What follows belongs to an exercise in optimizing a design on an open flow for small area; a production flow would make more cautious choices.
At most, simulation tests tie the RTL to the original design; equivalence was not proved.
Power is estimated from default activity; no workload was simulated.

==> 02-26 <==
## flash_bus
module flash_bus #(
	parameter NUM_OF_CHIPS 			= 4,
	parameter CMD_FIFO_DATA_WIDTH 	= 72,
	parameter WR_FIFO_DATA_WIDTH 	= 128,
	parameter RD_FIFO_DATA_WIDTH 	= 136,
	parameter RSLT_FIFO_DATA_WIDTH 	= 26,
	parameter PERIOD 				= 8,
	parameter PAGE_SIZE_WIDTH		= 15
 )
 (
	input 	i_clk,
	input 	i_rst,
        output o_top_bus_active,
        input i_recording_en,
        input i_disp_cmd_req,
        output o_disp_cmd_ack,
        input [CMD_FIFO_DATA_WIDTH-1:0] i_disp_cmd_data,
        output o_disp_rsp_req,
        input i_disp_rsp_ack,
        input i_disp_rsp_listening,
        output [RSLT_FIFO_DATA_WIDTH-1:0] o_disp_rsp_data,
        output [NUM_OF_CHIPS-1:0] o_disp_chip_active,
        output o_disp_wr_buffer_rsvd,
        output o_disp_rd_buffer_rsvd,
        input [15:0] i_adc_sample_fifo_data,
        input        i_adc_sample_fifo_almost_empty,
        input        i_adc_sample_fifo_empty,
        output       o_adc_sample_fifo_re,
        input        i_adc_sample_fifo_valid,
        output [12:0] o_wr_buffer_addr,
        input  [15:0] i_wr_buffer_data,
        output [12:0] o_rd_buffer_addr,
        output [15:0] o_rd_buffer_data,
        output        o_rd_buffer_we,
	output	[0:31]						o_cyclecount_sum,
	input								i_cyclecount_reset,
	input	[0:7]						i_cyclecount_start,
	input	[0:7]						i_cyclecount_end,
        output o_adc_master_record,
	input 	[7:0] 						i_bus_data,
	output 	[7:0]	 					o_bus_data,
	output		 						o_bus_data_tri_n,
	output 								o_bus_we_n,
	output 								o_bus_re_n,
	output [NUM_OF_CHIPS-1:0] 					o_bus_ces_n,
	output 								o_bus_cle,
	output 								o_bus_ale,
        output [NUM_OF_CHIPS-1:0] o_chip_exists
 );
Settings: LEC_CHECK=0, CAP_MARGIN=20, CORE_MARGIN=2, CORE_UTILIZATION=40, CTS_BUF_LIST=sky130_fd_sc_hd__clkbuf_4, CTS_CLUSTER_SIZE=30, SLEW_MARGIN=20; clock period 8.0 ns.
run.sh (not shown) runs the stock make flow with config.mk's settings and CLKGATE_MAP_FILE= SYNTH_SCRIPT=/design/flow/synth_recipe.tcl, a recipe that flattens the netlist after the stock synthesis.
==> inputs of 02-28, as changes to 02-26 <==
--- a/flow/design.v
+++ b/flow/design.v
@@ -553,20 +553,26 @@
 	reg [9:0]  sb_len   [0:3];
 	reg [4:0]  sb_state [0:3];
 	reg [3:0]  sb_srs;
 	reg [31:0] sb_cc    [0:3];
 	reg [3:0]  sb_cc_valid;		 
-	reg [31:0] cc_s0, cc_s1, cc_s2;
-	reg [2:0]  cc_zero;			 
+	reg [31:0] cc_pend;		 
+	reg [1:0]  cc_pend_chip;
+	reg [2:0]  nq_age;		 
+	reg [2:0]  do_age;		 
+	reg [1:0]  do_chip;
+	reg [1:0]  rd_a0, rd_a1, rd_a2;	 
 	wire [1:0] c = curr_chip_reg;
 	wire [7:0] rd_tag   = sb_tag[c];
 	wire [9:0] rd_len   = sb_len[c];
 	wire [4:0] rd_state = sb_state[c];
 	wire       rd_srs   = sb_srs[c];
-	wire [1:0]  cc_addr = (state_reg == STATE_NEW_RQST_0) ? new_chip_reg : c;
-	wire [31:0] cc_rd   = sb_cc_valid[cc_addr] ? sb_cc[cc_addr] : 32'd0;
-	wire [31:0] cc_new  = cc_zero[2] ? 32'd0 : cc_s2;
+	wire        nq_state  = (state_reg == STATE_NEW_RQST_0);
+	wire [1:0]  cc_addr   = nq_state ? rd_a2 : c;
+	wire [31:0] cc_rd     = sb_cc_valid[cc_addr] ? sb_cc[cc_addr] : 32'd0;
+	wire        nq_commit = nq_age[2] | (nq_age[1] & nq_state);
+	wire        do_commit = do_age[2];
 	wire [2:0] new_op   = i_disp_cmd_data[48:46];
 	wire [1:0] new_chip = i_disp_cmd_data[41:40];
 	reg  [4:0] new_state;
 	always @* begin
 		case (new_op)
@@ -631,27 +637,35 @@
 				sb_state[k] <= rd_state + 5'd1;
 			if (we_new && new_chip == k)
 				sb_srs[k] <= 1'b0;
 			else if (we_srs && c == k)
 				sb_srs[k] <= 1'b1;
-			if (in_nq && new_chip_reg == k)
-				sb_cc[k] <= cc_new;
-			else if (we_cc_do && c == k)
-				sb_cc[k] <= sys_cycle_count_reg;
+			if (nq_commit && cc_pend_chip == k)
+				sb_cc[k] <= cc_pend;
+			else if (do_commit && do_chip == k)
+				sb_cc[k] <= sys_cycle_count_reg - 32'd3;
 		end
-		cc_s0 <= cc_rd;
-		cc_s1 <= cc_s0;
-		cc_s2 <= cc_s1;
+		if (in_nq) begin
+			cc_pend <= cc_rd;
+			cc_pend_chip <= new_chip_reg;
+		end
+		if (we_cc_do)
+			do_chip <= c;
+		rd_a0 <= in_nq ? new_chip_reg : c;
+		rd_a1 <= rd_a0;
+		rd_a2 <= rd_a1;
 	end
 	always @(posedge i_clk or posedge i_rst) begin
 		if (i_rst) begin
 			sb_cc_valid <= 4'd0;
-			cc_zero <= 3'b111;
+			nq_age <= 3'd0;
+			do_age <= 3'd0;
 		end else begin
-			cc_zero <= {cc_zero[1:0], 1'b0};
+			nq_age <= {nq_age[1] & ~in_nq, nq_age[0] & ~in_nq, in_nq};
+			do_age <= {do_age[1:0], we_cc_do};
 			for (k = 0; k < 4; k = k + 1)
-				if ((in_nq && new_chip_reg == k) || (we_cc_do && c == k))
+				if ((nq_commit && cc_pend_chip == k) || (do_commit && do_chip == k))
 					sb_cc_valid[k] <= 1'b1;
 		end
 	end
 	always @(posedge i_clk or posedge i_rst) begin
 		if (i_rst) begin
==> flow/flow/run.sh (new file) <==
#!/bin/bash
# Layout flow: the standard flow (standard synthesis, floorplan, power grid,
# placement, CTS, routing) with two changes that only affect buffering:
#  - the input and output ports get sky130_fd_sc_hd__buf_1 port buffers instead
#    of the default clkdlybuf4s50_1;
#  - clock tree synthesis uses clkbuf_4/clkbuf_8 and inserts no dummy loads.
# The full make output goes to flow_make.log in the work folder; each ORFS
# step also keeps its own log under orfs/logs/.
set -euo pipefail
bash standard.sh \
  "BUFFER_PORTS_ARGS=-buffer_cell sky130_fd_sc_hd__buf_1" \
  "CTS_ARGS=-sink_clustering_enable -repair_clock_nets -dont_use_dummy_load -buf_list {sky130_fd_sc_hd__clkbuf_4 sky130_fd_sc_hd__clkbuf_8}" \
  finish > flow_make.log 2>&1
==> flow/standard.sh (new file) <==
#!/bin/bash
# synth_recipe.tcl (not shown) runs the flow's synth.tcl, then flattens the netlist and writes it again
# the make line also repeats each setting of config.mk as NAME=value (left out here)
make -C /OpenROAD-flow-scripts/flow DESIGN_CONFIG=/design/flow/config.mk WORK_HOME=/design/flow/orfs CLKGATE_MAP_FILE= SYNTH_SCRIPT=/design/flow/synth_recipe.tcl "${@:-finish}"
Settings changed: CTS_BUF_LIST sky130_fd_sc_hd__clkbuf_4 to default, CTS_CLUSTER_SIZE 30 to default.
removed: flow/run.sh
==> qor summary <==
| item | 02-28 | 02-26 |
|---|---|---|
| Result of the run | no timing/DRC/antenna violations | no timing/DRC/antenna violations |
| Fin Clk Skew | 0.130 ns | 0.0771 ns |
| Net Sw Frac | 36.1% | 22.4% |
| Antenna violations before repair | 2 | 7 |
| GR met3 Demand/Resource | 2.91% | 4.53% |
| Clock latency of the later-clocked register in the worst-skew pair | 0.76 ns | 1.06 ns |
| Net count, final | 3375 | 3494 |
| HPWL after detailed placement | 55500 µm | 57600 µm |
| Sequential share of power | 41.0% | 52.3% |
| DRC marker count from the first detailed-route iteration | 1688 | 1854 |
| Instance area after placement | 35100 µm² | 36900 µm² |
| Number of cell rows | 105 | 106 |
| Finished Layout Cells | 4198 | 4495 |
| Wirelength per Cell | 20.3 µm | 19.8 µm |
| Number of multi-input combinational cells in the layout | 1885 | 1882 |
| Worst path required time | 8.49 ns | 8.89 ns |
| Post-synthesis share of cell area spent on and, or, nand and nor gates | 12.7% | 12.7% |
| Combinational logic power | 3.91 mW | 0.140 mW |
For 02-28, only the layout was checked, not whether the RTL still works.

## port drivers added, routing unchanged
The flow's constraints put no driver on any port. The routed layouts listed below were extracted and timed again, unchanged, in two steps. Step 1: set_driving_cell puts a clkbuf_16 on i_clk and a buf_2 on each other input, an assumption about the parent block. Step 2 moves the port delays by t, midway between the first and last clock arrival at a register: inputs arrive t later, outputs are due t later. That takes back most of the time a late clock gives input paths. Slacks: ideal / step 1 / step 2; pairs: ideal / step 1.
run | t, ns | setup slack, ns | slew at the worst register clock pin (ns)
02-26 | 1.083 | 1.375 / 1.375 / 1.375 | 0.08 / 0.08
02-28 | 0.760 | 1.453 / 1.453 / 1.453 | 0.06 / 0.06
After both steps every run listed still meets setup and hold.
